What follows belongs to an exercise in optimizing a design on an open flow for a short achievable clock period and few clock cycles; a production flow would make more cautious choices.
Only simulation tests tie the RTL to the original design; equivalence was not proved.
No activity file was given, so power comes from the tool's default toggle rates.

<file path="design.v">
module alu (
    input      [31:0] a,
    input      [31:0] b,         
    input             sub,
    input             b31,       
    input      [31:0] aux,       
    input             sel_sum,
    input             sel_slt,
    input             sel_sltu,
    input             sel_xor,
    input             sel_or,
    input             sel_and,
    input             sel_sll,
    input             sel_srl,
    input             sel_aux,
    input             sra,
    output     [31:0] y,
    output     [31:0] sum
);
    wire [32:0] s33 = {1'b0, a} + {1'b0, b} + {32'd0, sub};
    assign sum = s33[31:0];
    wire lt  = (a[31] ^ b31) ? a[31] : s33[31];
    wire ltu = ~s33[32];
    wire [31:0] shl = a << b[4:0];
    wire [32:0] sr  = $signed({sra & a[31], a}) >>> b[4:0];
    wire [31:0] shr = sr[31:0];
    assign y = ({32{sel_sum}}  & sum)
             | ({32{sel_slt}}  & {31'd0, lt})
             | ({32{sel_sltu}} & {31'd0, ltu})
             | ({32{sel_xor}}  & (a ^ b))
             | ({32{sel_or}}   & (a | b))
             | ({32{sel_and}}  & (a & b))
             | ({32{sel_sll}}  & shl)
             | ({32{sel_srl}}  & shr)
             | ({32{sel_aux}}  & aux);
endmodule
module zdet (
    input      [31:0] a,
    input      [31:0] b,
    input             cin,
    output            z
);
    assign z = &(~(a ^ b ^ {a[30:0] | b[30:0], cin}));
endmodule
module bcmp (
    input      [31:0] a,
    input      [31:0] b,
    input      [2:0]  f3,
    output reg        cond
);
    wire eq  = a == b;
    wire lt  = $signed(a) < $signed(b);
    wire ltu = a < b;
    always @* begin
        case (f3)
            3'b000: cond = eq;
            3'b001: cond = !eq;
            3'b100: cond = lt;
            3'b101: cond = !lt;
            3'b110: cond = ltu;
            default: cond = !ltu;
        endcase
    end
endmodule
module add_c #(parameter W = 13) (
    input      [W-1:0] a,
    input      [W-1:0] b,
    output     [W-1:0] s,
    output             co
);
    assign {co, s} = {1'b0, a} + {1'b0, b};
endmodule
module incdec #(parameter W = 19) (
    input      [W-1:0] x,
    output     [W-1:0] p,
    output     [W-1:0] m
);
    assign p = x + 1'b1;
    assign m = x - 1'b1;
endmodule
module csel #(parameter W = 19) (
    input              c,
    input              sgn,
    input      [W-1:0] h,
    input      [W-1:0] hp,
    input      [W-1:0] hm,
    output     [W-1:0] y
);
    wire same = c ~^ sgn;
    wire up   = c & ~sgn;
    wire down = ~c & sgn;
    assign y = ({W{same}} & h) | ({W{up}} & hp) | ({W{down}} & hm);
endmodule
module aor3 (
    input             s0, s1, s2,
    input      [31:0] d0, d1, d2,
    output     [31:0] q
);
    assign q = ({32{s0}} & d0) | ({32{s1}} & d1) | ({32{s2}} & d2);
endmodule
module aor4 (
    input             s0, s1, s2, s3,
    input      [31:0] d0, d1, d2, d3,
    output     [31:0] q
);
    assign q = ({32{s0}} & d0) | ({32{s1}} & d1) | ({32{s2}} & d2) | ({32{s3}} & d3);
endmodule
module aor6 (
    input             s0, s1, s2, s3, s4, s5,
    input      [31:0] d0, d1, d2, d3, d4, d5,
    output     [31:0] q
);
    assign q = ({32{s0}} & d0) | ({32{s1}} & d1) | ({32{s2}} & d2)
             | ({32{s3}} & d3) | ({32{s4}} & d4) | ({32{s5}} & d5);
endmodule
module ldalign (
    input      [31:0] drdata,
    input      [2:0]  f3,
    input      [1:0]  a,
    input             is_load,
    input      [31:0] val,
    output     [31:0] wdata
);
    reg [31:0] ld;
    always @* begin
        case (f3)
            3'b000: case (a)
                        2'b00: ld = {{24{drdata[7]}},  drdata[7:0]};
                        2'b01: ld = {{24{drdata[15]}}, drdata[15:8]};
                        2'b10: ld = {{24{drdata[23]}}, drdata[23:16]};
                        default: ld = {{24{drdata[31]}}, drdata[31:24]};
                    endcase
            3'b001: ld = (a == 2'b10) ? {{16{drdata[31]}}, drdata[31:16]}
                                      : {{16{drdata[15]}}, drdata[15:0]};
            3'b100: case (a)
                        2'b00: ld = {24'd0, drdata[7:0]};
                        2'b01: ld = {24'd0, drdata[15:8]};
                        2'b10: ld = {24'd0, drdata[23:16]};
                        default: ld = {24'd0, drdata[31:24]};
                    endcase
            3'b101: ld = (a == 2'b10) ? {16'd0, drdata[31:16]} : {16'd0, drdata[15:0]};
            default: ld = drdata;
        endcase
    end
    assign wdata = is_load ? ld : val;
endmodule
module rdec5 (
    input      [4:0]  a,
    output     [31:0] sel
);
    assign sel = 32'd1 << a;
endmodule
module rsel32 (
    input      [31:0]   sel,
    input      [1023:0] words,      
    output     [31:0]   q
);
    genvar b, w;
    generate
        for (b = 0; b < 32; b = b + 1) begin : col
            wire [31:0] bits;
            assign bits[0] = 1'b0;
            for (w = 1; w < 32; w = w + 1) begin : word
                assign bits[w] = words[32 * w + b];
            end
            assign q[b] = |(sel & bits);
        end
    endgenerate
endmodule
module dummydecoder (
    input  [31:0] instr,
    output        is_lui,
    output        is_auipc,
    output        is_jal,
    output        is_jalr,
    output        is_branch,
    output        is_load,
    output        is_store,
    output        is_opimm,
    output        is_op,
    output        wen,         
    output        use_rs1,
    output        use_rs2,
    output        use_imm,     
    output [3:0]  aluop,       
    output [31:0] imm_i,
    output [31:0] imm_s,
    output [31:0] imm_b,
    output [31:0] imm_u,
    output [31:0] imm_j
);
    wire [6:0] opc = instr[6:0];
    wire [2:0] f3  = instr[14:12];
    wire [4:0] rd  = instr[11:7];
    assign is_lui    = opc == 7'b0110111;
    assign is_auipc  = opc == 7'b0010111;
    assign is_jal    = opc == 7'b1101111;
    assign is_jalr   = opc == 7'b1100111 && f3 == 3'b000;
    assign is_branch = opc == 7'b1100011 && f3[2:1] != 2'b01;
    assign is_load   = opc == 7'b0000011 && f3 != 3'b011 && f3 != 3'b110 && f3 != 3'b111;
    assign is_store  = opc == 7'b0100011 && f3[2] == 1'b0 && f3 != 3'b011;
    assign is_opimm  = opc == 7'b0010011;
    assign is_op     = opc == 7'b0110011;
    assign wen = (rd != 5'd0) && (is_lui | is_auipc | is_jal | is_jalr | is_load | is_opimm | is_op);
    assign use_rs1 = is_jalr | is_branch | is_load | is_store | is_opimm | is_op;
    assign use_rs2 = is_branch | is_store | is_op;
    assign use_imm = is_opimm | is_load | is_store | is_jalr;
    reg [3:0] op;
    always @* begin
        if (is_opimm | is_op) begin
            case (f3)
                3'b000: op = (is_op & instr[30]) ? 4'd1 : 4'd0;
                3'b001: op = 4'd7;
                3'b010: op = 4'd2;
                3'b011: op = 4'd3;
                3'b100: op = 4'd4;
                3'b101: op = instr[30] ? 4'd9 : 4'd8;
                3'b110: op = 4'd5;
                default: op = 4'd6;
            endcase
        end else
            op = 4'd0;                        
    end
    assign aluop = op;
    assign imm_i = {{20{instr[31]}}, instr[31:20]};
    assign imm_s = {{20{instr[31]}}, instr[31:25], instr[11:7]};
    assign imm_b = {{20{instr[31]}}, instr[7], instr[30:25], instr[11:8], 1'b0};
    assign imm_u = {instr[31:12], 12'd0};
    assign imm_j = {{12{instr[31]}}, instr[19:12], instr[20], instr[30:21], 1'b0};
endmodule
module cpu (
    input         clk,
    input         reset,
    output [31:0] iaddr,
    input  [31:0] idata,
    output [31:0] daddr,
    input  [31:0] drdata,
    output [31:0] dwdata,
    output [3:0]  dwe
);
    reg  [31:0] pc;
    reg  [31:0] r [1:31];            
    reg         e_valid;
    reg  [31:0] e_pc, e_pc4, e_target, e_aux, e_rv1, e_rv2, e_opb;
    reg  [4:0]  e_rd;
    reg  [2:0]  e_f3;
    reg         e_sub, e_b31, e_sra;
    reg         e_sel_sum, e_sel_slt, e_sel_sltu, e_sel_xor, e_sel_or, e_sel_and;
    reg         e_sel_sll, e_sel_srl, e_use_aux, e_sumres;
    reg         e_is_branch, e_is_jalr, e_is_load, e_is_store, e_wen;
    reg         e_pred, e_hit;
    reg  [1:0]  e_ctr;
    reg         m_wen, m_is_load;
    reg  [4:0]  m_rd;
    reg  [2:0]  m_f3;
    reg  [31:0] m_val, m_daddr, m_dwdata;
    reg  [3:0]  m_dwe;
    reg         pht_v   [0:15];
    reg  [25:0] pht_tag [0:15];
    reg  [1:0]  pht_ctr [0:15];
    wire f_lui, f_auipc, f_jal, f_jalr, f_branch, f_load, f_store, f_opimm, f_op;
    wire f_wen, f_use_rs1, f_use_rs2, f_use_imm;
    wire [3:0]  f_aluop;
    wire [31:0] imm_i, imm_s, imm_b, imm_u, imm_j;
    dummydecoder dec (
        .instr(idata), .is_lui(f_lui), .is_auipc(f_auipc), .is_jal(f_jal), .is_jalr(f_jalr),
        .is_branch(f_branch), .is_load(f_load), .is_store(f_store), .is_opimm(f_opimm),
        .is_op(f_op), .wen(f_wen), .use_rs1(f_use_rs1), .use_rs2(f_use_rs2),
        .use_imm(f_use_imm), .aluop(f_aluop),
        .imm_i(imm_i), .imm_s(imm_s), .imm_b(imm_b), .imm_u(imm_u), .imm_j(imm_j)
    );
    wire [4:0] f_rs1 = idata[19:15];
    wire [4:0] f_rs2 = idata[24:20];
    wire [4:0] f_rd  = idata[11:7];
    wire [31:0] f_pc4 = pc + 32'd4;
    wire [12:0] tb_lo;
    wire        tb_c;
    wire [18:0] tb_hp, tb_hm, tb_hi;
    add_c  #(13) tb_add (.a(pc[12:0]), .b(imm_b[12:0]), .s(tb_lo), .co(tb_c));
    incdec #(19) tb_inc (.x(pc[31:13]), .p(tb_hp), .m(tb_hm));
    csel   #(19) tb_sel (.c(tb_c), .sgn(imm_b[31]), .h(pc[31:13]), .hp(tb_hp), .hm(tb_hm), .y(tb_hi));
    wire [31:0] f_tgt_b = {tb_hi, tb_lo};
    wire [20:0] tj_lo;
    wire        tj_c;
    wire [10:0] tj_hp, tj_hm, tj_hi;
    add_c  #(21) tj_add (.a(pc[20:0]), .b(imm_j[20:0]), .s(tj_lo), .co(tj_c));
    incdec #(11) tj_inc (.x(pc[31:21]), .p(tj_hp), .m(tj_hm));
    csel   #(11) tj_sel (.c(tj_c), .sgn(imm_j[31]), .h(pc[31:21]), .hp(tj_hp), .hm(tj_hm), .y(tj_hi));
    wire [31:0] f_tgt_j = {tj_hi, tj_lo};
    wire [11:0] tr_lo;
    wire        tr_c;
    wire [19:0] tr_hp, tr_hm, tr_hi;
    add_c  #(12) tr_add (.a(e_aux[11:0]), .b(imm_i[11:0]), .s(tr_lo), .co(tr_c));
    incdec #(20) tr_inc (.x(e_aux[31:12]), .p(tr_hp), .m(tr_hm));
    csel   #(20) tr_sel (.c(tr_c), .sgn(imm_i[31]), .h(e_aux[31:12]), .hp(tr_hp), .hm(tr_hm), .y(tr_hi));
    wire [31:0] f_tgt_r = {tr_hi, tr_lo[11:1], 1'b0};
    wire [31:0] f_tgt_u = {pc[31:12] + imm_u[31:12], pc[11:0]};
    wire [31:0] f_aux   = f_lui ? imm_u : f_auipc ? f_tgt_u : f_pc4;
    wire        e_hits1 = e_valid & e_wen & (f_rs1 == e_rd);
    wire        e_hits2 = e_valid & e_wen & (f_rs2 == e_rd);
    wire        m_hits1 = m_wen & (f_rs1 == m_rd);
    wire        m_hits2 = m_wen & (f_rs2 == m_rd);
    wire [3:0]  p_idx = pc[5:2];
    wire        p_hit = pht_v[p_idx] && pht_tag[p_idx] == pc[31:6];
    wire [1:0]  p_ctr = pht_ctr[p_idx];
    wire        z;
    zdet zd (.a(e_rv1), .b(e_opb), .cin(e_sub), .z(z));
    wire        f_zb = (idata[14:13] == 2'b00) & e_valid & e_wen & e_sumres &
                       (((f_rs2 == 5'd0) & (f_rs1 == e_rd)) | ((f_rs1 == 5'd0) & (f_rs2 == e_rd)));
    wire        f_pred_br = f_branch & (f_zb ? (z ^ idata[12]) : p_hit ? p_ctr[1] : idata[31]);
    wire        f_jfuse   = f_jalr & e_hits1 & e_use_aux;
    wire stall = e_valid & e_is_load & e_wen &
                 ((f_use_rs1 & (f_rs1 == e_rd)) | (f_use_rs2 & (f_rs2 == e_rd)));
    wire [1023:0] words;
    genvar gw;
    generate
        assign words[31:0] = 32'd0;
        for (gw = 1; gw < 32; gw = gw + 1) begin : rw
            assign words[32 * gw + 31 : 32 * gw] = r[gw];
        end
    endgenerate
    wire [31:0] sel1, sel2, f_rv1, f_rv2;
    rdec5  rd1 (.a(f_rs1), .sel(sel1));
    rdec5  rd2 (.a(f_rs2), .sel(sel2));
    rsel32 rp1 (.sel(sel1), .words(words), .q(f_rv1));
    rsel32 rp2 (.sel(sel2), .words(words), .q(f_rv2));
    wire [31:0] e_result, m_wdata;
    wire [31:0] f_op1, f_op2, f_b;
    aor3 byp1 (.s0(e_hits1), .s1(~e_hits1 & m_hits1), .s2(~e_hits1 & ~m_hits1),
               .d0(e_result), .d1(m_wdata), .d2(f_rv1), .q(f_op1));
    aor3 byp2 (.s0(e_hits2), .s1(~e_hits2 & m_hits2), .s2(~e_hits2 & ~m_hits2),
               .d0(e_result), .d1(m_wdata), .d2(f_rv2), .q(f_op2));
    aor4 bypb (.s0(f_use_imm), .s1(~f_use_imm & e_hits2), .s2(~f_use_imm & ~e_hits2 & m_hits2),
               .s3(~f_use_imm & ~e_hits2 & ~m_hits2),
               .d0(f_store ? imm_s : imm_i), .d1(e_result), .d2(m_wdata), .d3(f_rv2), .q(f_b));
    wire        f_sub = (f_op & idata[30] & (idata[14:12] == 3'b000)) |
                        ((f_op | f_opimm) & (idata[14:13] == 2'b01));
    wire        f_aux_op = f_lui | f_auipc | f_jal | f_jalr;
    wire [31:0] alu_y, alu_sum;
    alu ex (
        .a(e_rv1), .b(e_opb), .sub(e_sub), .b31(e_b31), .aux(e_aux),
        .sel_sum(e_sel_sum), .sel_slt(e_sel_slt), .sel_sltu(e_sel_sltu), .sel_xor(e_sel_xor),
        .sel_or(e_sel_or), .sel_and(e_sel_and), .sel_sll(e_sel_sll), .sel_srl(e_sel_srl),
        .sel_aux(e_use_aux), .sra(e_sra), .y(alu_y), .sum(alu_sum)
    );
    assign e_result = alu_y;
    wire cond;
    bcmp bc (.a(e_rv1), .b(e_rv2), .f3(e_f3), .cond(cond));
    wire        redirect = e_valid & ((e_is_jalr & ~e_pred) | (e_is_branch & (cond ^ e_pred)));
    wire [31:0] rpc = e_is_jalr ? {alu_sum[31:1], 1'b0} : cond ? e_target : e_pc4;
    reg  [3:0]  st_mask;
    reg  [31:0] st_data;
    always @* begin
        case (e_f3[1:0])
            2'b00: begin
                st_data = {4{e_rv2[7:0]}};
                st_mask = 4'b0001 << alu_sum[1:0];
            end
            2'b01: begin
                st_data = {2{e_rv2[15:0]}};
                st_mask = (alu_sum[1:0] == 2'b10) ? 4'b1100 : 4'b0011;
            end
            default: begin
                st_data = e_rv2;
                st_mask = 4'b1111;
            end
        endcase
    end
    ldalign la (.drdata(drdata), .f3(m_f3), .a(m_daddr[1:0]), .is_load(m_is_load),
                .val(m_val), .wdata(m_wdata));
    assign iaddr  = pc;
    assign daddr  = m_daddr;
    assign dwdata = m_dwdata;
    assign dwe    = reset ? 4'b0000 : m_dwe;
    wire        f_go   = ~reset & ~redirect & ~stall;
    wire [31:0] pc_next;
    aor6 pcsel (
        .s0(f_go & f_jfuse), .s1(f_go & f_jal), .s2(f_go & f_pred_br),
        .s3(f_go & ~f_jfuse & ~f_jal & ~f_pred_br),
        .s4(~reset & redirect), .s5(~reset & ~redirect & stall),
        .d0(f_tgt_r), .d1(f_tgt_j), .d2(f_tgt_b), .d3(f_pc4), .d4(rpc), .d5(pc),
        .q(pc_next)
    );
    always @(posedge clk)
        pc <= pc_next;
    always @(posedge clk)
        if (m_wen)
            r[m_rd] <= m_wdata;
    always @(posedge clk) begin
        if (reset || redirect || stall)
            e_valid <= 1'b0;
        else
            e_valid <= 1'b1;
        e_pc        <= pc;
        e_pc4       <= f_pc4;
        e_target    <= f_tgt_b;
        e_aux       <= f_aux;
        e_rv1       <= f_op1;
        e_rv2       <= f_op2;
        e_opb       <= f_b ^ {32{f_sub}};
        e_sub       <= f_sub;
        e_b31       <= f_b[31];
        e_sra       <= idata[30];
        e_sel_sum   <= (f_aluop == 4'd0 || f_aluop == 4'd1) && !f_aux_op;
        e_sel_slt   <= f_aluop == 4'd2;
        e_sel_sltu  <= f_aluop == 4'd3;
        e_sel_xor   <= f_aluop == 4'd4;
        e_sel_or    <= f_aluop == 4'd5;
        e_sel_and   <= f_aluop == 4'd6;
        e_sel_sll   <= f_aluop == 4'd7;
        e_sel_srl   <= f_aluop == 4'd8 || f_aluop == 4'd9;
        e_sumres    <= (f_op | f_opimm) & (f_aluop == 4'd0 || f_aluop == 4'd1);
        e_rd        <= f_rd;
        e_f3        <= idata[14:12];
        e_use_aux   <= f_aux_op;
        e_is_branch <= f_branch;
        e_is_jalr   <= f_jalr;
        e_is_load   <= f_load;
        e_is_store  <= f_store;
        e_wen       <= f_wen;
        e_pred      <= f_jalr ? f_jfuse : f_pred_br;
        e_hit       <= p_hit;
        e_ctr       <= p_ctr;
    end
    always @(posedge clk) begin
        if (reset) begin
            m_wen     <= 1'b0;
            m_is_load <= 1'b0;
            m_dwe     <= 4'b0000;
        end else begin
            m_wen     <= e_valid & e_wen;
            m_is_load <= e_valid & e_is_load;
            m_dwe     <= (e_valid & e_is_store) ? st_mask : 4'b0000;
        end
        m_rd     <= e_rd;
        m_f3     <= e_f3;
        m_val    <= e_result;
        m_daddr  <= alu_sum;
        m_dwdata <= st_data;
    end
    reg        u_valid, u_cond, u_hit;
    reg [1:0]  u_ctr;
    reg [31:0] u_pc;
    always @(posedge clk) begin
        if (reset)
            u_valid <= 1'b0;
        else
            u_valid <= e_valid & e_is_branch;
        u_cond <= cond;
        u_hit  <= e_hit;
        u_ctr  <= e_ctr;
        u_pc   <= e_pc;
    end
    integer k;
    always @(posedge clk) begin
        if (reset) begin
            for (k = 0; k < 16; k = k + 1)
                pht_v[k] <= 1'b0;
        end else if (u_valid) begin
            pht_v[u_pc[5:2]]   <= 1'b1;
            pht_tag[u_pc[5:2]] <= u_pc[31:6];
            if (!u_hit)
                pht_ctr[u_pc[5:2]] <= u_cond ? 2'b10 : 2'b01;
            else if (u_cond)
                pht_ctr[u_pc[5:2]] <= (u_ctr == 2'b11) ? 2'b11 : u_ctr + 2'b01;
            else
                pht_ctr[u_pc[5:2]] <= (u_ctr == 2'b00) ? 2'b00 : u_ctr - 2'b01;
        end
    end
endmodule
</file>
<file path="flow/run.sh">
#!/bin/bash
set -eo pipefail
bash standard.sh "BUFFER_PORTS_ARGS=-buffer_cell sky130_fd_sc_hd__buf_4" \
    SETUP_SLACK_MARGIN=5.8 finish > make.log 2>&1
</file>
<file path="standard.sh">
#!/bin/bash
# synth_recipe.tcl (not shown) runs the flow's synth.tcl, then flattens the netlist and writes it again
# the make line also repeats each setting of config.mk as NAME=value (left out here)
make -C /OpenROAD-flow-scripts/flow DESIGN_CONFIG=/design/flow/config.mk WORK_HOME=/design/flow/orfs CLKGATE_MAP_FILE= SYNTH_SCRIPT=/design/flow/synth_recipe.tcl "${@:-finish}"
</file>
<file path="config.mk">
export PLATFORM = sky130hd
export DESIGN_NAME = cpu
export DESIGN_NICKNAME = cpu
export VERILOG_FILES = /design/flow/design.v
export SDC_FILE = /design/flow/constraint.sdc
export NUM_CORES = 4
export LEC_CHECK = 0
export CAP_MARGIN = 20
export CORE_MARGIN = 2
export CORE_UTILIZATION = 40
export SLEW_MARGIN = 20
export SYNTH_HIERARCHICAL = 1
export SYNTH_MINIMUM_KEEP_SIZE = 0
export TNS_END_PERCENT = 100
</file>
<file path="constraint.sdc">
create_clock -name core_clock -period 10.0 [get_ports {clk}]
set_input_delay 2.0000 -clock core_clock [delete_from_list [all_inputs] [get_ports {clk}]]
set_output_delay 2.0000 -clock core_clock [all_outputs]
set_load 0.01 [all_outputs]
</file>
==> results of run 1 <==
[final timing paths]
| path | startpoint | slack, ns | depth (start not counted) | endpoint |
|---|---|---|---|---|
| hold reg to reg | e_pc[19]$_DFF_P_ | 0.30 | 0 | u_pc[19]$_DFF_P_ |
| setup / recovery | reset | 5.50 | 3 | dwe[1] |
| hold / removal | e_pc[19]$_DFF_P_ | 0.30 | 0 | u_pc[19]$_DFF_P_ |
| setup reg to reg | e_opb[0]$_DFF_P_ | 5.73 | 10 | e_rv1[6]$_DFF_P_ |
[what timing repair did]
action / 4_1_cts / 5_1_grt
endpoints found under the setup margin: 148 / 100
pin swaps: 24 / 57
buffers inserted: 43 / 28
resized for setup: 139 / 160
gates cloned: 7 / 13
hold buffers: 0 / 0
[registers in the layout, indices dropped and copies added, names as in the netlist, 32 cells and up]
register	flops
e_opb	32
m_dwdata	32
m_val	32
e_rv2	32
e_target	32
pht_tag	416
e_rv1	32
m_daddr	32
e_aux	32
r	992
e_pc4	32
pht_ctr	32
pc	32
[worst max-delay path: cells and delay by family]
kind	cells	cell delay, ns
buf+inv	2	0.27
simple gates	1	0.20
[metrics by stage]
stage / power (uW) / utilization / instances / hold WS (ns) / area, sq um
floorplan: 12300 / - / 7271 / 0.310 / 91900
global placement: 14600 / 0.422 / 10100 / 0.310 / 96000
detailed placement: 14700 / 0.422 / 10100 / 0.312 / 96100
CTS: 22600 / 0.458 / 10500 / 0.284 / 104000
global route: 23400 / 0.464 / 10500 / 0.298 / 106000
finish: 22900 / 0.464 / 10600 / 0.297 / 106000
[cell type report]
class | count | area, sq um
multi-input combinational | 4416 | 36600
fill | 20200 | 122000
tap | 3009 | 3760
inverter | 356 | 1350
clock buffer | 247 | 5320
sequential | 1886 | 52200
timing repair buffer | 487 | 4580
clock inverter | 130 | 1720
antenna | 32 | 80.1
[metal layers]
| metal | track usage | up-vias | wire length [um] |
|---|---|---|---|
| met5 | 0 | - | 255 |
| met4 | 0.177 | 38 | 25300 |
| met3 | 0.0772 | 985 | 43400 |
| met2 | 0.456 | 5053 | 162000 |
| met1 | 0.393 | 34900 | 136000 |
| li1 | - | 28800 | - |
[where the power goes]
| part | leakage [uW] | switching [uW] | internal (uW) | total (uW) |
|---|---|---|---|---|
| combinational | 0.0175 | 3700 | 1700 | 5410 |
| sequential | 0.0166 | 297 | 9310 | 9610 |
| clock | 0.00339 | 3340 | 4530 | 7870 |
[cells in the final DEF (no fill, tap or decap), drive strengths merged, types with 36 or more instances in the layout]
cell and n:
edfxtp 1440, a22oi 950, buf 475, dfxtp 446, inv 362, nand2 357
nor2 325, clkbuf 258, nand3 250, ha 206, o21ai 191, xnor2 186
a222oi 179, mux2i 178, nand4 163, a21oi 158, mux4 154, xor2 129
a221oi 97, mux2 89, a22o 81, or4 80, clkinv 80, nor3 61
a21o 60, nand2b 36
==> results.txt, run 1 <==
----------------------------------------------------
[Timing]
  Min Tclk post-route ... 4.50 ns
  Unrepaired setup endpoints after global routing ... true
  Number of setup violations in the final report ... 0
  Rel. slew slack ... 0.118
  Fin. max-slew vios ... 0
  Achievable frequency ... 222 MHz
  Sum of negative setup slack ... 0 ns
  Worst slew pin tran ... 1.31 ns
  Largest clock skew in the final design ... 0.104 ns
  Part of the cycle the worst path needs ... 0.450
  Hold Vio Cnt, Final ... 0
  Post-route setup slack ... 5.50 ns

[Critical path]
  Sort of element at the end of the critical path ... output pin
  Crit-path cells ... buf_16, nor2b_4, buf_6
  Crit-path max FO ... 7
  Critical path launch point type ... primary input
  Data arrival time of the critical path ... 2.50 ns
  Worst-path cell with the longest stage delay ... sky130_fd_sc_hd__nor2b_4
  Maximum cell stage delay along the critical path ... 0.20 ns
  Worst Path Required ... 8.00 ns
  Type of the worst setup path ... in2out

[Global route]
  GRT Resource Usage Total ... 0.302
  Global-route wire length before repair ... 502 mm
  Vias in the first global route ... 65000
  Grt total ovfl ... 0
  Pin count of the biggest net entering global routing ... 65
  Initial antenna violation count ... 71

[CTS]
  Sink count of the clock tree ... 1886
  Root buffer cell ... sky130_fd_sc_hd__clkbuf_16
  Clock latency of the later-clocked register in the worst-skew pair ... 0.92 ns
  Clk slew on worst S/H paths ... 0.06 ns
  Maximum clock insertion buffer count ... 3
  CTS tree ... yes
  Number of buffers added by the clock tree synthesis step ... 200
  H-tree depth reported by CTS ... 4

[Die]
  Width of the die ... 483 um
  Vert. Die Dim ... 483 um
  Starting density of the core ... 0.403
  Core Box Area ... 0.228 sq mm
  Row cnt ... 175
  Die Outline Area ... 0.233 sq mm
  Number of placed I/O pins ... 166

[Flow run]
  Max-cap violations ... 0

[Logic synthesis]
  Post-Synthesis Cells ... 7258
  Warnings, synthesis ... 10
  Average footprint of a synthesized cell ... 12.6 sq um
  Netlist Area Pre-Place ... 0.0917 sq mm

[Drt]
  Overall routed net length ... 367 mm
  Antenna Nets Post-Route ... 0
  1st-pass router iterations ... 11
  DR iter-0 viols ... 11800
  Number of vias in the routed layout ... 69800
  Routed vias/inst ... 6.61
  WL/cell ... 34.7 um
  Post-route DRC ... 0

[Pwr]
  Power density of the placed cells ... 217 mW/mm^2
  Peak supply drop ... 0.190 mV
  Cell leakage power ... 0.0375 uW

[Placement]
  Worst Setup Slack post-DPL ... 4.32 ns
  Routability congestion estimate from global placement ... 1.00
  Buffers added on ports ... 165
  Final HPWL DP ... 233 mm

[Status]
  Result of the run ... finished clean

[Min path]
  Tightest Hold Check Type ... reg2reg

[Finish]
  Layout cells sized above 1 ... 0.204
  Synthesis-to-finish area growth ... 15.2%
  Number of nets in the layout ... 7625

----------------------------------------------------
Testbench counts, summed over its fixed seeds: cycles 96,911.
==> run 2: changes to the inputs <==
--- a/design.v
+++ b/design.v
@@ -309,3 +309,4 @@
                        (((f_rs2 == 5'd0) & (f_rs1 == e_rd)) | ((f_rs1 == 5'd0) & (f_rs2 == e_rd)));
-    wire        f_pred_br = f_branch & (f_zb ? (z ^ idata[12]) : p_hit ? p_ctr[1] : idata[31]);
+    wire        f_static  = idata[31] | (idata[14:12] == 3'b001);
+    wire        f_pred_br = f_branch & (f_zb ? (z ^ idata[12]) : p_hit ? p_ctr[1] : f_static);
     wire        f_jfuse   = f_jalr & e_hits1 & e_use_aux;
--- a/config.mk
+++ b/config.mk
@@ -9,3 +9,3 @@
 export CORE_MARGIN = 2
-export CORE_UTILIZATION = 40
+export CORE_UTILIZATION = 55
 export SLEW_MARGIN = 20
==> run 2 against run 1 <==
  * Worst setup slack gained 0.14 ns
  * Largest power group unchanged
  * Combinational power shrank about 10%
  * Flip-flop and latch count is the same
  * Global-route usage grew 12 points
  * Synthesized cell count grew 2.2%
  * First-iteration DRC count grew 5.8%
  * Still clean on timing, DRC and antenna
  * Sequential power grew 0.4%
  * Register-to-register slack lost 0.02 ns
  * Worst hold slack gained 0.025 ns
  * Critical path type unchanged
==> results.txt, run 2 <==
----------------------------------------------------
[Status]
  Result of the run ... finished clean (unchanged)

[Timing]
  Part of the cycle the worst path needs ... 0.436 (was 0.450)
  Sum of negative setup slack ... 0 ns (unchanged)
  Min Tclk post-route ... 4.36 ns (was 4.50 ns)
  Worst hold-check slack ... 0.322 ns (was 0.297 ns)
  Hold Vio Cnt, Final ... 0 (unchanged)
  Number of setup violations in the final report ... 0 (unchanged)
  Largest clock skew in the final design ... 0.0563 ns (was 0.104 ns)
  Fin. max-slew vios ... 0 (unchanged)
  Worst slew pin tran ... 1.20 ns (was 1.31 ns)
  Achievable frequency ... 229 MHz (was 222 MHz)
  Rel. slew slack ... 0.199 (was 0.118)
  Unrepaired setup endpoints after global routing ... true (unchanged)

[Drt]
  Antenna Nets Post-Route ... 0 (unchanged)
  Routed vias/inst ... 7.25 (was 6.61)
  Number of vias in the routed layout ... 71700 (was 69800)
  Overall routed net length ... 371 mm (was 367 mm)
  1st-pass router iterations ... 14 (was 11)
  WL/cell ... 37.5 um (was 34.7 um)
  DR iter-0 viols ... 12500 (was 11800)
  Post-route DRC ... 0 (unchanged)

[Logic synthesis]
  Average footprint of a synthesized cell ... 12.5 sq um (was 12.6 sq um)
  Netlist Area Pre-Place ... 0.0924 sq mm (was 0.0917 sq mm)
  Post-Synthesis Cells ... 7418 (was 7258)
  Warnings, synthesis ... 10 (unchanged)

[Finish]
  Layout cells sized above 1 ... 0.203 (was 0.204)
  Most common cell after layout, fill and taps aside ... sky130_fd_sc_hd__edfxtp_1 (unchanged)
  Synthesis-to-finish area growth ... 13.4% (was 15.2%)
  Commonest non-fill, non-tap cells in the layout ... sky130_fd_sc_hd__edfxtp_1 (1440), sky130_fd_sc_hd__a22oi_1 (949), sky130_fd_sc_hd__buf_4 (439), sky130_fd_sc_hd__dfxtp_1 (394), sky130_fd_sc_hd__nand2_1 (357) (was sky130_fd_sc_hd__edfxtp_1 (1440), sky130_fd_sc_hd__a22oi_1 (905), sky130_fd_sc_hd__dfxtp_1 (418), sky130_fd_sc_hd__buf_4 (396), sky130_fd_sc_hd__nand2_1 (355))
  Flip-flop count of the largest register after layout ... 992 (unchanged)
  Register bank with the most flops ... r (unchanged)
  Post-layout instance count excluding filler cells ... 9888 (was 10600)
  Number of nets in the layout ... 7775 (was 7625)

[Global route]
  Vias in the first global route ... 66600 (was 65000)
  Pin count of the biggest net entering global routing ... 65 (unchanged)
  Grt total ovfl ... 0 (unchanged)
  GRT Resource Usage Total ... 0.422 (was 0.302)
  Initial antenna violation count ... 48 (was 71)
  Global-route wire length before repair ... 507 mm (was 502 mm)

[Die]
  Die Outline Area ... 0.171 sq mm (was 0.233 sq mm)
  Width of the die ... 414 um (was 483 um)
  Row cnt ... 150 (was 175)
  Starting density of the core ... 0.553 (was 0.403)
  Vert. Die Dim ... 414 um (was 483 um)
  Core Box Area ... 0.167 sq mm (was 0.228 sq mm)
  Number of placed I/O pins ... 166 (unchanged)

[Flow run]
  Max-cap violations ... 0 (unchanged)

[Placement]
  Routability congestion estimate from global placement ... 1.04 (was 1.00)
  Final HPWL DP ... 232 mm (was 233 mm)
  Buffers added on ports ... 165 (unchanged)
  Dpl cells ... 9379 (was 10100)

[Critical path]
  Sort of element at the end of the critical path ... output pin (unchanged)
  Worst Path Required ... 8.00 ns (about the same)
  Critical path launch point type ... primary input (unchanged)
  Crit-path max FO ... 5 (was 7)
  Type of the worst setup path ... in2out (unchanged)
  Data arrival time of the critical path ... 2.36 ns (was 2.50 ns)

[CTS]
  Maximum clock insertion buffer count ... 3 (unchanged)
  Clk slew on worst S/H paths ... 0.06 ns (about the same)
  CTS tree ... yes (unchanged)
  Clock latency of the later-clocked register in the worst-skew pair ... 0.89 ns (was 0.92 ns)
  H-tree depth reported by CTS ... 4 (unchanged)
  Root buffer cell ... sky130_fd_sc_hd__clkbuf_16 (unchanged)
  Sink count of the clock tree ... 1886 (unchanged)
  Number of buffers added by the clock tree synthesis step ... 191 (was 200)

[Pwr]
  Power density of the placed cells ... 208 mW/mm^2 (was 217 mW/mm^2)
  Power Total ... 21800 uW (was 22900 uW)
  Peak supply drop ... 0.206 mV (was 0.190 mV)
  Cell leakage power ... 0.0380 uW (was 0.0375 uW)

[Min path]
  Tightest Hold Check Type ... reg2reg (unchanged)

----------------------------------------------------
-- run 2: per-layer routing --
metal  up-vias  part of all wire  track usage
met5         -           0.00057            0
met4        30             0.090        0.318
met3      1223              0.12        0.117
met2      5357              0.43        0.618
met1     35700              0.36        0.535
li1      29400                 -            -
-- run 2: path summary, 6_finish.rpt --
path / startpoint / end / slack (ns) / cells after the start
max: reset / dwe[0] / 5.64 / 3
max reg2reg: e_opb[1]$_DFF_P_ / e_rv1[0]$_DFF_P_ / 5.71 / 10
min: e_pc[14]$_DFF_P_ / u_pc[14]$_DFF_P_ / 0.32 / 0
min reg2reg: e_pc[14]$_DFF_P_ / u_pc[14]$_DFF_P_ / 0.32 / 0
-- run 2: power breakdown --
group / internal (uW) / switching (uW) / total [uW]
clock: 4200 / 3120 / 7320
sequential: 9290 / 357 / 9650
combinational: 1500 / 3360 / 4860
total: 15000 / 6840 / 21800
-- run 2: per-stage QoR --
stage | cell area, sq um | worst slack (ns) | utilization
3_3_place_gp | 95600 | 4.29 | 0.572
4_1_cts | 103000 | 5.63 | 0.617
6_report | 105000 | 5.64 | 0.628
3_5_place_dp | 95700 | 4.24 | 0.573
5_1_grt | 105000 | 5.63 | 0.627
2_1_floorplan | 92700 | 5.52 | -
-- run 2: what timing repair did --
item	4_1_cts	5_1_grt
hold buffers	0	0
setup endpoints to repair	165	164
pin swaps	22	60
gates resized for setup	165	189
gates cloned	5	4
buffers inserted	36	79
-- run 2: worst max-delay path: stages --
cell	delay, ns
sky130_fd_sc_hd__buf_16	0.12
sky130_fd_sc_hd__nor2b_2	0.11
sky130_fd_sc_hd__buf_4	0.13
-- run 2: final cells by class --
class | count | area [sq um]
Clock inverter | 102 | 1060
Sequential cell | 1886 | 52300
Timing Repair Buffer | 510 | 4490
Inverter | 352 | 1330
Clock buffer | 255 | 5320
Fill cell | 13000 | 62200
Multi-Input combinational cell | 4556 | 37500
Antenna cell | 23 | 57.6
Tap cell | 2204 | 2760
Testbench counts of run 2, summed over its fixed seeds: cycles 96,386.
==> run 3: changes to the inputs <==
==> flow/run.sh (replaced) <==
#!/bin/bash
set -eo pipefail
bash standard.sh "BUFFER_PORTS_ARGS=-buffer_cell sky130_fd_sc_hd__buf_4" \
    SETUP_SLACK_MARGIN=5.8 "IO_CONSTRAINTS=$PWD/flow/io.tcl" finish > make.log 2>&1
==> flow/io.tcl (new file) <==
# Place reset and the four dwe outputs next to each other, mid-way up the
# right edge of the die: dwe depends combinationally on reset.
set die [ord::get_die_area]
set x1 [lindex $die 2]
set ymid [expr { ([lindex $die 1] + [lindex $die 3]) / 2.0 }]
set i 0
foreach p {dwe[0] dwe[1] reset dwe[2] dwe[3]} {
  place_pin -pin_name $p -layer met3 -pin_size {0.8 0.3} -force_to_die_boundary \
    -location [list $x1 [expr { $ymid + ($i - 2) * 2.72 }]]
  incr i
}
==> run 3 against run 2 <==
  * Still clean on timing, DRC and antenna
  * Clock-buffer cell count shrank 6
  * Routed wire length down 1.4%
  * Worst hold slack better by 0.0025 ns
  * Sequential power shrank 0.5%
  * Cell area barely moved
  * Sequential share of layout area fell by 0.070 points
  * Critical path depth rose by 6
  * Via count decreased by 0.97%
  * Global-route usage shrank 0.65 points
  * Die area did not move
  * Critical endpoint is now e_rv1[13]$_DFF_P_
  * Highest routed layer unchanged
==> results.txt, run 3 <==
----------------------------------------------------
[Logic synthesis]
  Netlist Area Pre-Place ... 0.0924 sq mm (unchanged)
  Post-Synthesis Cells ... 7418 (unchanged)
  Warnings, synthesis ... 10 (unchanged)
  Average footprint of a synthesized cell ... 12.5 sq um (unchanged)

[Timing]
  Part of the cycle the worst path needs ... 0.437 (was 0.436)
  Worst hold-check slack ... 0.324 ns (was 0.322 ns)
  Post-route setup slack ... 5.63 ns (was 5.64 ns)
  Min Tclk post-route ... 4.37 ns (was 4.36 ns)
  Fin. max-slew vios ... 0 (unchanged)
  Unrepaired setup endpoints after global routing ... true (unchanged)
  Sum of negative setup slack ... 0 ns (unchanged)
  Rel. slew slack ... 0.194 (was 0.199)
  Number of setup violations in the final report ... 0 (unchanged)
  Hold Vio Cnt, Final ... 0 (unchanged)
  Worst slew pin tran ... 1.21 ns (was 1.20 ns)
  Achievable frequency ... 229 MHz (about the same)
  Largest clock skew in the final design ... 0.0653 ns (was 0.0563 ns)

[Critical path]
  Data arrival time of the critical path ... 5.08 ns (was 2.36 ns)
  Sort of element at the end of the critical path ... register (was output pin)
  Critical path launch point type ... primary input (unchanged)
  Reg-to-reg startpoint ... e_opb[4]$_DFF_P_ (was e_opb[1]$_DFF_P_)
  Crit-path max FO ... 32 (was 5)
  Worst Path Required ... 10.71 ns (was 8.00 ns)
  Reg2Reg Setup Slack ... 5.71 ns (about the same)
  Top Family by Delay on Critical Path ... simple AND/OR/NAND/NOR gates (was buffers and inverters)
  Capture instance of the worst register-to-register path ... e_rv2[0]$_DFF_P_ (was e_rv1[0]$_DFF_P_)
  Type of the worst setup path ... in2reg (was in2out)
  Worst-path cell with the longest stage delay ... sky130_fd_sc_hd__or4_4 (was sky130_fd_sc_hd__buf_4)
  Buffers plus inverters on the worst setup path ... 3 (was 2)
  Maximum cell stage delay along the critical path ... 0.74 ns (was 0.13 ns)
  Crit-path cells ... buf_4, nand2b_4, nor2_2, buf_6, a22oi_1, nand4_1, or4_4, a222oi_1, inv_1 (was buf_16, nor2b_2, buf_4)
  Path depth of the worst reg2reg path ... 14 (was 10)

[CTS]
  Number of buffers added by the clock tree synthesis step ... 194 (was 191)
  H-tree depth reported by CTS ... 4 (unchanged)
  Maximum clock insertion buffer count ... 3 (unchanged)
  Sink count of the clock tree ... 1886 (unchanged)
  CTS tree ... yes (unchanged)
  Clk slew on worst S/H paths ... 0.06 ns (about the same)
  Root buffer cell ... sky130_fd_sc_hd__clkbuf_16 (unchanged)
  Clock latency of the later-clocked register in the worst-skew pair ... 0.88 ns (was 0.89 ns)

[Die]
  Vert. Die Dim ... 414 um (unchanged)
  Die Outline Area ... 0.171 sq mm (unchanged)
  Row cnt ... 150 (unchanged)
  Width of the die ... 414 um (unchanged)
  Number of placed I/O pins ... 161 (was 166)
  Core Box Area ... 0.167 sq mm (unchanged)
  Starting density of the core ... 0.553 (unchanged)

[Min path]
  Launch point of the worst hold path ... e_pc[26]$_DFF_P_ (was e_pc[14]$_DFF_P_)
  Tightest Hold Check Type ... reg2reg (unchanged)
  Min-Delay Path Depth ... 0 (unchanged)
  End of the worst hold path ... u_pc[26]$_DFF_P_ (was u_pc[14]$_DFF_P_)

[Global route]
  Vias in the first global route ... 65700 (was 66600)
  Pin count of the biggest net entering global routing ... 65 (unchanged)
  GRT Resource Usage Total ... 0.416 (was 0.422)
  Grt total ovfl ... 0 (unchanged)
  Initial antenna violation count ... 43 (was 48)
  Global-route wire length before repair ... 500 mm (was 507 mm)

[Placement]
  Final HPWL DP ... 229 mm (was 232 mm)
  Buffers added on ports ... 165 (unchanged)
  Worst Setup Slack post-DPL ... 4.21 ns (was 4.24 ns)
  Placed instance area ... 0.0957 sq mm (about the same)
  Routability congestion estimate from global placement ... 1.04 (about the same)

[Finish]
  Commonest non-fill, non-tap cells in the layout ... sky130_fd_sc_hd__edfxtp_1 (1440), sky130_fd_sc_hd__a22oi_1 (946), sky130_fd_sc_hd__dfxtp_1 (413), sky130_fd_sc_hd__buf_4 (408), sky130_fd_sc_hd__nand2_1 (357) (was sky130_fd_sc_hd__edfxtp_1 (1440), sky130_fd_sc_hd__a22oi_1 (949), sky130_fd_sc_hd__buf_4 (439), sky130_fd_sc_hd__dfxtp_1 (394), sky130_fd_sc_hd__nand2_1 (357))
  Register bank with the most flops ... r (unchanged)
  Number of inserted filler cells in the final layout ... 13000 (about the same)
  Flip-flop count of the largest register after layout ... 992 (unchanged)
  Most common cell after layout, fill and taps aside ... sky130_fd_sc_hd__edfxtp_1 (unchanged)
  Number of nets in the layout ... 7759 (was 7775)
  Synthesis-to-finish area growth ... 13.5% (was 13.4%)
  Layout cells sized above 1 ... 0.198 (was 0.203)
  Final design instance area without fill ... 0.105 sq mm (about the same)

[Drt]
  Number of vias in the routed layout ... 71000 (was 71700)
  DR iter-0 viols ... 12200 (was 12500)
  WL/cell ... 37.0 um (was 37.5 um)
  Overall routed net length ... 366 mm (was 371 mm)
  Antenna Nets Post-Route ... 0 (unchanged)
  Routed vias/inst ... 7.19 (was 7.25)
  1st-pass router iterations ... 13 (was 14)
  Post-route DRC ... 0 (unchanged)

[Pwr]
  Power Total ... 21900 uW (was 21800 uW)
  Power density of the placed cells ... 209 mW/mm^2 (was 208 mW/mm^2)
  Cell leakage power ... 0.0379 uW (was 0.0380 uW)
  Peak supply drop ... 0.216 mV (was 0.206 mV)

[Flow run]
  Max-cap violations ... 0 (unchanged)

[Status]
  Result of the run ... finished clean (unchanged)

----------------------------------------------------
-- run 3: cell type report --
cell class                      count  area [sq um]  area share
Antenna cell                       25          62.6    0.000596
Clock buffer                      249          5330      0.0508
Clock inverter                    111          1230      0.0117
Inverter                          352          1330      0.0127
Multi-Input combinational cell   4558         37500       0.358
Sequential cell                  1886         52200       0.498
Tap cell                         2204          2760      0.0263
Timing Repair Buffer              489          4430      0.0422
-- run 3: worst max-delay path by stage --
| stage | start | endpoint | slack (ns) | cells after the start |
|---|---|---|---|---|
| final | idata[17] | e_rv1[13]$_DFF_P_ | 5.63 | 9 |
| after global routing | reset | dwe[2] | 5.62 | 3 |
| after CTS | reset | dwe[3] | 5.61 | 3 |
| after detailed placement | pc[3]$_DFF_P_ | pc[24]$_DFF_P_ | 4.21 | 13 |
| after global placement | pc[3]$_DFF_P_ | pc[28]$_DFF_P_ | 4.27 | 13 |
| after floorplan | idata[22] | pc[23]$_DFF_P_ | 5.52 | 15 |
-- run 3: metrics by stage --
stage	cells	utilization
after floorplan	7431	-
after global placement	9377	0.573
after detailed placement	9378	0.573
after CTS	9780	0.619
after global routing	9864	0.628
final	9874	0.628
-- run 3: power breakdown --
group,internal (uW),switching (uW)
Clock,4290,3150
Sequential,9290,314
Combinational,1490,3370
Total,15100,6830
-- run 3: repair_timing --
action / CTS / global route
hold buffers: 0 / 0
gates cloned: 7 / 4
pin swaps: 25 / 60
buffers inserted: 35 / 58
endpoints found under the setup margin: 190 / 114
resized for setup: 157 / 165
-- run 3: routing by layer --
layer	wire length (um)	GRT usage	vias to the layer above
met5	159	0	-
met4	30600	0.295	26
met3	43600	0.113	1111
met2	160000	0.615	5292
met1	131000	0.529	35300
li1	-	-	29300
==> run 4: changes to the inputs <==
--- a/design.v
+++ b/design.v
@@ -157,11 +157,24 @@
 );
-    genvar b, w;
+    genvar b, k;
     generate
         for (b = 0; b < 32; b = b + 1) begin : col
-            wire [31:0] bits;
-            assign bits[0] = 1'b0;
-            for (w = 1; w < 32; w = w + 1) begin : word
-                assign bits[w] = words[32 * w + b];
+            wire [15:0] t_n;             
+            wire [7:0]  p;               
+            wire [3:0]  u_n;             
+            wire [1:0]  v;               
+            g_nand2 t0 (.a(sel[1]), .b(words[32 + b]), .y(t_n[0]));
+            for (k = 1; k < 16; k = k + 1) begin : l1
+                g_aoi22 t (.a(sel[2 * k]), .b(words[64 * k + b]),
+                           .c(sel[2 * k + 1]), .d(words[64 * k + 32 + b]), .y(t_n[k]));
             end
-            assign q[b] = |(sel & bits);
+            for (k = 0; k < 8; k = k + 1) begin : l2
+                g_nand2 g (.a(t_n[2 * k]), .b(t_n[2 * k + 1]), .y(p[k]));
+            end
+            for (k = 0; k < 4; k = k + 1) begin : l3
+                g_nor2 g (.a(p[2 * k]), .b(p[2 * k + 1]), .y(u_n[k]));
+            end
+            for (k = 0; k < 2; k = k + 1) begin : l4
+                g_nand2 g (.a(u_n[2 * k]), .b(u_n[2 * k + 1]), .y(v[k]));
+            end
+            g_or2 o (.a(v[0]), .b(v[1]), .y(q[b]));
         end
@@ -169,2 +182,14 @@
 endmodule
+module g_aoi22 (input a, input b, input c, input d, output y);
+    assign y = ~((a & b) | (c & d));
+endmodule
+module g_nand2 (input a, input b, output y);
+    assign y = ~(a & b);
+endmodule
+module g_nor2 (input a, input b, output y);
+    assign y = ~(a | b);
+endmodule
+module g_or2 (input a, input b, output y);
+    assign y = a | b;
+endmodule
 module dummydecoder (
==> run 4 against run 3 <==
  * Flip-flop and latch count is the same
  * First-iteration DRC count shrank 14%
  * Critical path type unchanged
  * Largest cell class unchanged
  * Still clean
  * Area after synthesis up 5.1%
  * Cell area rose by 5.1%
  * Sequential power about the same
  * Maximum frequency down 0.55%
  * Worst hold slack got worse by 0.0029 ns
  * Via count up 0.59%
  * Synthesized cell count rose by 5.1%
  * Largest power group unchanged
==> results.txt, run 4 <==
----------------------------------------------------
[Drt]
  Number of vias in the routed layout ... 71400 (was 71000)
  Antenna Nets Post-Route ... 0 (unchanged)
  WL/cell ... 34.0 um (was 37.0 um)
  Post-route DRC ... 0 (unchanged)
  Overall routed net length ... 359 mm (was 366 mm)
  Routed vias/inst ... 6.76 (was 7.19)
  1st-pass router iterations ... 10 (was 13)
  DR iter-0 viols ... 10500 (was 12200)

[Critical path]
  Maximum cell stage delay along the critical path ... 0.43 ns (was 0.74 ns)
  Buffers plus inverters on the worst setup path ... 2 (was 3)
  Data arrival time of the critical path ... 5.12 ns (was 5.08 ns)
  Type of the worst setup path ... in2reg (unchanged)
  Crit-path cells ... buf_4, ha_1, a21o_2, a21oi_1, nor3b_1, a221oi_4, ha_1, a222oi_1, inv_1, a22oi_1, nand3_1 (was buf_4, nand2b_4, nor2_2, buf_6, a22oi_1, nand4_1, or4_4, a222oi_1, inv_1)
  Worst Path Required ... 10.73 ns (was 10.71 ns)
  Cell seen most often among critical-path stages ... sky130_fd_sc_hd__ha_1
  Crit-path max FO ... 14 (was 32)
  Reg-to-reg startpoint ... pc[2]$_DFF_P_ (was e_opb[4]$_DFF_P_)
  Sort of element at the end of the critical path ... register (unchanged)
  Critical path launch point type ... primary input (unchanged)
  Worst-path cell with the longest stage delay ... sky130_fd_sc_hd__nor3b_1 (was sky130_fd_sc_hd__or4_4)
  Critical path startpoint ... idata[18] (was idata[17])
  Top Family by Delay on Critical Path ... compound AO/OA/AOI/OAI gates (was simple AND/OR/NAND/NOR gates)

[CTS]
  Number of buffers added by the clock tree synthesis step ... 193 (was 194)
  Maximum clock insertion buffer count ... 3 (unchanged)
  H-tree depth reported by CTS ... 4 (unchanged)
  Root buffer cell ... sky130_fd_sc_hd__clkbuf_16 (unchanged)
  CTS tree ... yes (unchanged)
  Clk slew on worst S/H paths ... 0.06 ns (about the same)
  Clock latency of the later-clocked register in the worst-skew pair ... 0.87 ns (was 0.88 ns)
  Sink count of the clock tree ... 1886 (unchanged)

[Finish]
  Core utilization of the finished layout ... 0.627 (was 0.628)
  Commonest non-fill, non-tap cells in the layout ... sky130_fd_sc_hd__edfxtp_1 (1440), sky130_fd_sc_hd__nand2_1 (1058), sky130_fd_sc_hd__a22oi_2 (991), sky130_fd_sc_hd__nor2_1 (459), sky130_fd_sc_hd__dfxtp_1 (413) (was sky130_fd_sc_hd__edfxtp_1 (1440), sky130_fd_sc_hd__a22oi_1 (946), sky130_fd_sc_hd__dfxtp_1 (413), sky130_fd_sc_hd__buf_4 (408), sky130_fd_sc_hd__nand2_1 (357))
  Layout cells sized above 1 ... 0.288 (was 0.198)
  Combined area of the multi-input logic cells ... 0.0430 sq mm (was 0.0375 sq mm)
  Register bank with the most flops ... r (unchanged)
  Number of nets in the layout ... 8322 (was 7759)
  Number of inserted filler cells in the final layout ... 13600 (was 13000)
  Sequential cell area ... 0.0522 sq mm (about the same)
  Flip-flop count of the largest register after layout ... 992 (unchanged)
  Most common cell after layout, fill and taps aside ... sky130_fd_sc_hd__edfxtp_1 (unchanged)
  Synthesis-to-finish area growth ... 13.5% (about the same)

[Global route]
  Met2 track demand over resource ... 0.564 (was 0.615)
  Pin count of the biggest net entering global routing ... 65 (unchanged)
  Vias in the first global route ... 67600 (was 65700)
  Initial antenna violation count ... 37 (was 43)
  GR Util met1 ... 0.535 (was 0.529)
  GRT met3 Usage ... 0.112 (was 0.113)
  GRT Resource Usage Total ... 0.389 (was 0.416)
  Layer with the highest usage after global routing ... met2 (unchanged)
  Global-route wire length before repair ... 498 mm (was 500 mm)
  Grt total ovfl ... 0 (unchanged)

[Placement]
  Buffers added on ports ... 165 (unchanged)
  Routability congestion estimate from global placement ... 0.999 (was 1.04)
  Final HPWL DP ... 233 mm (was 229 mm)

[Pwr]
  Cell Int Power ... 14900 uW (was 15100 uW)
  Power density of the placed cells ... 197 mW/mm^2 (was 209 mW/mm^2)
  Switching power share of the total ... 0.314 (was 0.312)
  Clock share of power ... 0.338 (was 0.340)
  Cell leakage power ... 0.0405 uW (was 0.0379 uW)
  Portion of total power attributed to sequential cells ... 0.440 (was 0.438)
  Net Switching ... 6840 uW (was 6830 uW)
  Logic gate share of total power ... 0.222 (about the same)
  Peak supply drop ... 0.205 mV (was 0.216 mV)

[Timing]
  Number of setup violations in the final report ... 0 (unchanged)
  Unrepaired setup endpoints after global routing ... true (unchanged)
  Min Tclk post-route ... 4.40 ns (was 4.37 ns)
  Largest clock skew in the final design ... 0.0478 ns (was 0.0653 ns)
  Worst slew pin tran ... 1.22 ns (was 1.21 ns)
  Fin. max-slew vios ... 0 (unchanged)
  Hold Vio Cnt, Final ... 0 (unchanged)
  Sum of negative setup slack ... 0 ns (unchanged)
  Part of the cycle the worst path needs ... 0.440 (was 0.437)
  Rel. slew slack ... 0.171 (was 0.194)
  Achievable frequency ... 228 MHz (was 229 MHz)

[Logic synthesis]
  Netlist Area Pre-Place ... 0.0971 sq mm (was 0.0924 sq mm)
  Average footprint of a synthesized cell ... 12.5 sq um (about the same)
  Warnings, synthesis ... 10 (unchanged)
  Post-Synthesis Cells ... 7799 (was 7418)

[Die]
  Vert. Die Dim ... 424 um (was 414 um)
  Core Box Area ... 0.176 sq mm (was 0.167 sq mm)
  Row cnt ... 154 (was 150)
  Number of placed I/O pins ... 161 (unchanged)
  Width of the die ... 424 um (was 414 um)
  Starting density of the core ... 0.553 (about the same)
  Die Outline Area ... 0.180 sq mm (was 0.171 sq mm)

[Flow run]
  Max-cap violations ... 0 (unchanged)

[Status]
  Result of the run ... finished clean (unchanged)

[Min path]
  Tightest Hold Check Type ... reg2reg (unchanged)
  Launch point of the worst hold path ... e_pc[27]$_DFF_P_ (was e_pc[26]$_DFF_P_)

----------------------------------------------------
## run 4: path summary, 6_finish.rpt
kind         cells past startpoint  slack (ns)                to
max                             11        5.60    pc[21]$_DFF_P_
min                              0        0.32  u_pc[27]$_DFF_P_
max reg2reg                     14        5.65     pc[4]$_DFF_P_
min reg2reg                      0        0.32  u_pc[27]$_DFF_P_
## run 4: routing by layer
metal  wire length [um]  part of all wire  up-vias
li1                   -                 -    30200
met2             153000              0.43     4243
met1             142000              0.40    36100
met5                159           0.00044        -
met4              21100             0.059       22
met3              42600              0.12      931
## run 4: power groups by stage
stage	logic, uW	registers, uW	clock network, uW
after detailed placement	4470	9730	0
final	4830	9570	7350
after floorplan	2380	9630	0
after global routing	4970	9580	7720
after CTS	4570	9560	7400
after global placement	4430	9730	0
## run 4: cell type report
type | instances | share of cell area
Tap cell | 2340 | 0.0266
Clock inverter | 103 | 0.00990
Sequential cell | 1886 | 0.474
Inverter | 350 | 0.0120
Multi-Input combinational cell | 5139 | 0.390
Clock buffer | 259 | 0.0483
Timing Repair Buffer | 474 | 0.0387
Antenna cell | 14 | 0.000318
## run 4: timing repair
item,CTS,global route
hold endpoints to repair,0,0
pin swaps,24,42
gates resized for setup,106,119
setup endpoints to repair,134,89
cloned,7,3
hold buffers,0,0
buffers inserted,42,27
## run 4: per-stage QoR
step / power [uW] / cell area (sq um) / worst slack (ns) / std cells / hold slack [ns]
after CTS: 21500 / 109000 / 5.65 / 10500 / 0.324
after floorplan: 12000 / 97800 / 5.52 / 7812 / 0.310
after global routing: 22300 / 110000 / 5.54 / 10600 / 0.330
after global placement: 14200 / 102000 / 4.25 / 10100 / 0.310
after detailed placement: 14200 / 102000 / 4.29 / 10100 / 0.312
final: 21800 / 110000 / 5.60 / 10600 / 0.321
Testbench counts of run 4, summed over its fixed seeds: cycles 96,386.
==> run 5: changes to the inputs <==
--- a/config.mk
+++ b/config.mk
@@ -9,3 +9,3 @@
 export CORE_MARGIN = 2
-export CORE_UTILIZATION = 55
+export CORE_UTILIZATION = 65
 export SLEW_MARGIN = 20
==> run 5 against run 4 <==
  * Still clean on timing, DRC and antenna
  * Routed wire length decreased by 3.8%
  * Power fell by 0.68%
  * Largest cell class unchanged
  * Clock power decreased by 2%
==> results.txt, run 5 <==
----------------------------------------------------
[CTS]
  Clock latency of the later-clocked register in the worst-skew pair ... 0.88 ns (was 0.87 ns)
  CTS tree ... yes (unchanged)
  CTS Hold Bufs ... 0 (unchanged)
  H-tree depth reported by CTS ... 4 (unchanged)
  Sink count of the clock tree ... 1886 (unchanged)
  Maximum clock insertion buffer count ... 3 (unchanged)
  Number of buffers added by the clock tree synthesis step ... 186 (was 193)
  Clk slew on worst S/H paths ... 0.07 ns (was 0.06 ns)
  Root buffer cell ... sky130_fd_sc_hd__clkbuf_16 (unchanged)

[Critical path]
  Path depth of the worst reg2reg path ... 15 (was 14)
  Capture instance of the worst register-to-register path ... pc[26]$_DFF_P_ (was pc[4]$_DFF_P_)
  Worst Path Required ... 10.77 ns (was 10.73 ns)
  Maximum cell stage delay along the critical path ... 0.57 ns (was 0.43 ns)
  Reg2Reg Setup Slack ... 5.42 ns (was 5.65 ns)
  Crit-path cells ... buf_12, bufbuf_16, mux4_2, mux4_2, xnor2_1, nand2_1, a211oi_1, nand4b_1, buf_4, or4b_1, nand4_1, and4_4, bufbuf_16, a22oi_1, nand3_1 (was buf_4, ha_1, a21o_2, a21oi_1, nor3b_1, a221oi_4, ha_1, a222oi_1, inv_1, a22oi_1, nand3_1)
  Buffers plus inverters on the worst setup path ... 4 (was 2)
  Reg-to-reg startpoint ... pc[2]$_DFF_P_ (unchanged)
  Data arrival time of the critical path ... 5.35 ns (was 5.12 ns)
  Worst-path cell with the longest stage delay ... sky130_fd_sc_hd__mux4_2 (was sky130_fd_sc_hd__nor3b_1)
  Critical path launch point type ... register (was primary input)
  Type of the worst setup path ... reg2reg (was in2reg)
  Crit-path max FO ... 13 (was 14)
  Top Family by Delay on Critical Path ... simple AND/OR/NAND/NOR gates (was compound AO/OA/AOI/OAI gates)
  Sort of element at the end of the critical path ... register (unchanged)

[Timing]
  Largest clock skew in the final design ... 0.0815 ns (was 0.0478 ns)
  Sum of negative setup slack ... 0 ns (unchanged)
  Rel. slew slack ... 0.131 (was 0.171)
  Fin. max-slew vios ... 0 (unchanged)
  Post-route setup slack ... 5.42 ns (was 5.60 ns)
  Hold Vio Cnt, Final ... 0 (unchanged)
  Achievable frequency ... 218 MHz (was 228 MHz)
  Part of the cycle the worst path needs ... 0.458 (was 0.440)
  Min Tclk post-route ... 4.58 ns (was 4.40 ns)
  Worst slew pin tran ... 1.30 ns (was 1.22 ns)
  Unrepaired setup endpoints after global routing ... true (unchanged)
  Number of setup violations in the final report ... 0 (unchanged)
  Worst hold-check slack ... 0.302 ns (was 0.321 ns)

[Drt]
  Antenna Nets Post-Route ... 0 (unchanged)
  Routed vias/inst ... 7.21 (was 6.76)
  Number of vias in the routed layout ... 72900 (was 71400)
  DR iter-0 viols ... 12200 (was 10500)
  Post-route DRC ... 0 (unchanged)
  1st-pass router iterations ... 14 (was 10)
  WL/cell ... 34.2 um (was 34.0 um)
  Overall routed net length ... 346 mm (was 359 mm)

[Die]
  Width of the die ... 391 um (was 424 um)
  Die Outline Area ... 0.153 sq mm (was 0.180 sq mm)
  Starting density of the core ... 0.656 (was 0.553)
  Row cnt ... 141 (was 154)
  Vert. Die Dim ... 391 um (was 424 um)
  Core Box Area ... 0.148 sq mm (was 0.176 sq mm)
  Number of placed I/O pins ... 161 (unchanged)

[Finish]
  Number of nets in the layout ... 8292 (was 8322)
  Sequential cell area ... 0.0522 sq mm (about the same)
  Number of inserted filler cells in the final layout ... 9460 (was 13600)
  Post-layout instance count excluding filler cells ... 10100 (was 10600)
  Most common cell after layout, fill and taps aside ... sky130_fd_sc_hd__edfxtp_1 (unchanged)
  Combined area of the multi-input logic cells ... 0.0428 sq mm (was 0.0430 sq mm)
  Layout cells sized above 1 ... 0.282 (was 0.288)
  Flip-flop count of the largest register after layout ... 992 (unchanged)
  Synthesis-to-finish area growth ... 12.6% (was 13.5%)
  Commonest non-fill, non-tap cells in the layout ... sky130_fd_sc_hd__edfxtp_1 (1440), sky130_fd_sc_hd__nand2_1 (1061), sky130_fd_sc_hd__a22oi_2 (999), sky130_fd_sc_hd__nor2_1 (467), sky130_fd_sc_hd__dfxtp_1 (418) (was sky130_fd_sc_hd__edfxtp_1 (1440), sky130_fd_sc_hd__nand2_1 (1058), sky130_fd_sc_hd__a22oi_2 (991), sky130_fd_sc_hd__nor2_1 (459), sky130_fd_sc_hd__dfxtp_1 (413))
  Register bank with the most flops ... r (unchanged)

[Placement]
  Final HPWL DP ... 215 mm (was 233 mm)
  Routability congestion estimate from global placement ... 1.02 (was 0.999)
  Buffers added on ports ... 165 (unchanged)
  Worst Setup Slack post-DPL ... 4.48 ns (was 4.29 ns)
  Dpl cells ... 9668 (was 10100)

[Min path]
  Min-Delay Path Depth ... 0 (unchanged)
  Launch point of the worst hold path ... e_pc[29]$_DFF_P_ (was e_pc[27]$_DFF_P_)
  Tightest Hold Check Type ... reg2reg (unchanged)
  End of the worst hold path ... u_pc[29]$_DFF_P_ (was u_pc[27]$_DFF_P_)

[Global route]
  Grt total ovfl ... 0 (unchanged)
  Layer with the highest usage after global routing ... met2 (unchanged)
  Initial antenna violation count ... 36 (was 37)
  Vias in the first global route ... 68800 (was 67600)
  Global-route wire length before repair ... 487 mm (was 498 mm)
  Met2 track demand over resource ... 0.654 (was 0.564)
  GRT met3 Usage ... 0.136 (was 0.112)
  GR Util met1 ... 0.591 (was 0.535)
  GRT Resource Usage Total ... 0.444 (was 0.389)
  Pin count of the biggest net entering global routing ... 65 (unchanged)

[Pwr]
  Power density of the placed cells ... 198 mW/mm^2 (was 197 mW/mm^2)
  Cell leakage power ... 0.0403 uW (was 0.0405 uW)
  Peak supply drop ... 0.238 mV (was 0.205 mV)

[Status]
  Result of the run ... finished clean (unchanged)

[Logic synthesis]
  Average footprint of a synthesized cell ... 12.5 sq um (unchanged)
  Warnings, synthesis ... 10 (unchanged)
  Post-Synthesis Cells ... 7799 (unchanged)
  Netlist Area Pre-Place ... 0.0971 sq mm (unchanged)

[Flow run]
  Max-cap violations ... 0 (unchanged)

----------------------------------------------------
-- run 5: what timing repair did --
item                       in CTS  in global routing
pin swaps                      33                 21
resized for setup             115                 50
cloned                         13                  2
buffers inserted               37                 23
setup endpoints to repair     140                105
-- run 5: layout make-up --
class / instances / area share
flip-flops and latches: 1886 / 0.477
clock buffers: 252 / 0.0472
inverters: 350 / 0.0121
multi-input cells: 5139 / 0.391
repair inverters: 2 / 0.0000915
clock inverters: 93 / 0.0103
well taps: 1930 / 0.0221
diodes: 14 / 0.000320
repair buffers: 449 / 0.0390
-- run 5: power breakdown --
part	internal, uW	switching (uW)	total [uW]
clock	4000	3180	7180
sequential	9280	314	9590
combinational	1510	3320	4830
-- run 5: worst reg2reg max path: stages (launching register included) --
cell and delay (ns):
sky130_fd_sc_hd__dfxtp_4 0.36, sky130_fd_sc_hd__buf_12 0.16, sky130_fd_sc_hd__bufbuf_16 0.34, sky130_fd_sc_hd__mux4_2 0.57, sky130_fd_sc_hd__mux4_2 0.55, sky130_fd_sc_hd__xnor2_1 0.20, sky130_fd_sc_hd__nand2_1 0.21, sky130_fd_sc_hd__a211oi_1 0.29
sky130_fd_sc_hd__nand4b_1 0.15, sky130_fd_sc_hd__buf_4 0.21, sky130_fd_sc_hd__or4b_1 0.52, sky130_fd_sc_hd__nand4_1 0.12, sky130_fd_sc_hd__and4_4 0.30, sky130_fd_sc_hd__bufbuf_16 0.30, sky130_fd_sc_hd__a22oi_1 0.09, sky130_fd_sc_hd__nand3_1 0.13
-- run 5: stage by stage --
stage	utilization	cell area (sq um)	total power (uW)
finish	0.739	109000	21600
detailed placement	0.683	101000	14000
global route	0.739	109000	22000
floorplan	-	97800	12000
CTS	0.733	109000	21200
global placement	0.683	101000	14000
-- run 5: worst max-delay path by stage --
stage / start / endpoint / slack (ns) / cells after the start
final: pc[2]$_DFF_P_ / pc[26]$_DFF_P_ / 5.42 / 15
after global routing: e_rv2[5]$_DFF_P_ / pc[13]$_DFF_P_ / 5.26 / 18
after CTS: reset / dwe[2] / 5.65 / 3
after detailed placement: pc[2]$_DFF_P_ / pc[21]$_DFF_P_ / 4.48 / 12
after global placement: pc[2]$_DFF_P_ / pc[12]$_DFF_P_ / 4.59 / 13
after floorplan: idata[22] / pc[23]$_DFF_P_ / 5.52 / 15
-- run 5: layer usage --
metal,up-vias,part of all wire
met5,-,0.00044
met4,20,0.066
met3,1124,0.14
met2,5822,0.44
met1,35900,0.36
li1,30100,-

-- port drivers added, routing unchanged --
How much do the figures lean on ideal ports? The routed layouts below were timed once more, with nothing changed but the port constraints. Step 1 assumes that a clkbuf_16 drives the clock port and a buf_2 every other input. Step 2, shift: input delay + t, output delay - t, t = (earliest + latest rising clock arrival at the registers) / 2. This alone moves slack from input paths to output paths. Three values: ideal, step 1, step 2; two values: the first two.
| run | t (ns) | slack for setup (ns) | worst slew at a driven data input, ns |
|---|---|---|---|
| run 1 | 0.959 | 5.503 / 5.443 / 4.693 | 0.28 |
| run 2 | 0.952 | 5.640 / 5.546 / 4.723 | 0.28 |
| run 3 | 0.939 | 5.629 / 5.580 / 4.743 | 0.27 |
| run 4 | 0.924 | 5.604 / 5.591 / 4.728 | 0.19 |
| run 5 | 0.933 | 5.418 / 5.418 / 4.738 | 0.19 |
After both steps setup and hold are still met in every run listed. For run 2, which loses most, drivers alone change the setup slack by -0.094 ns; drivers and shift together by -0.917 ns.
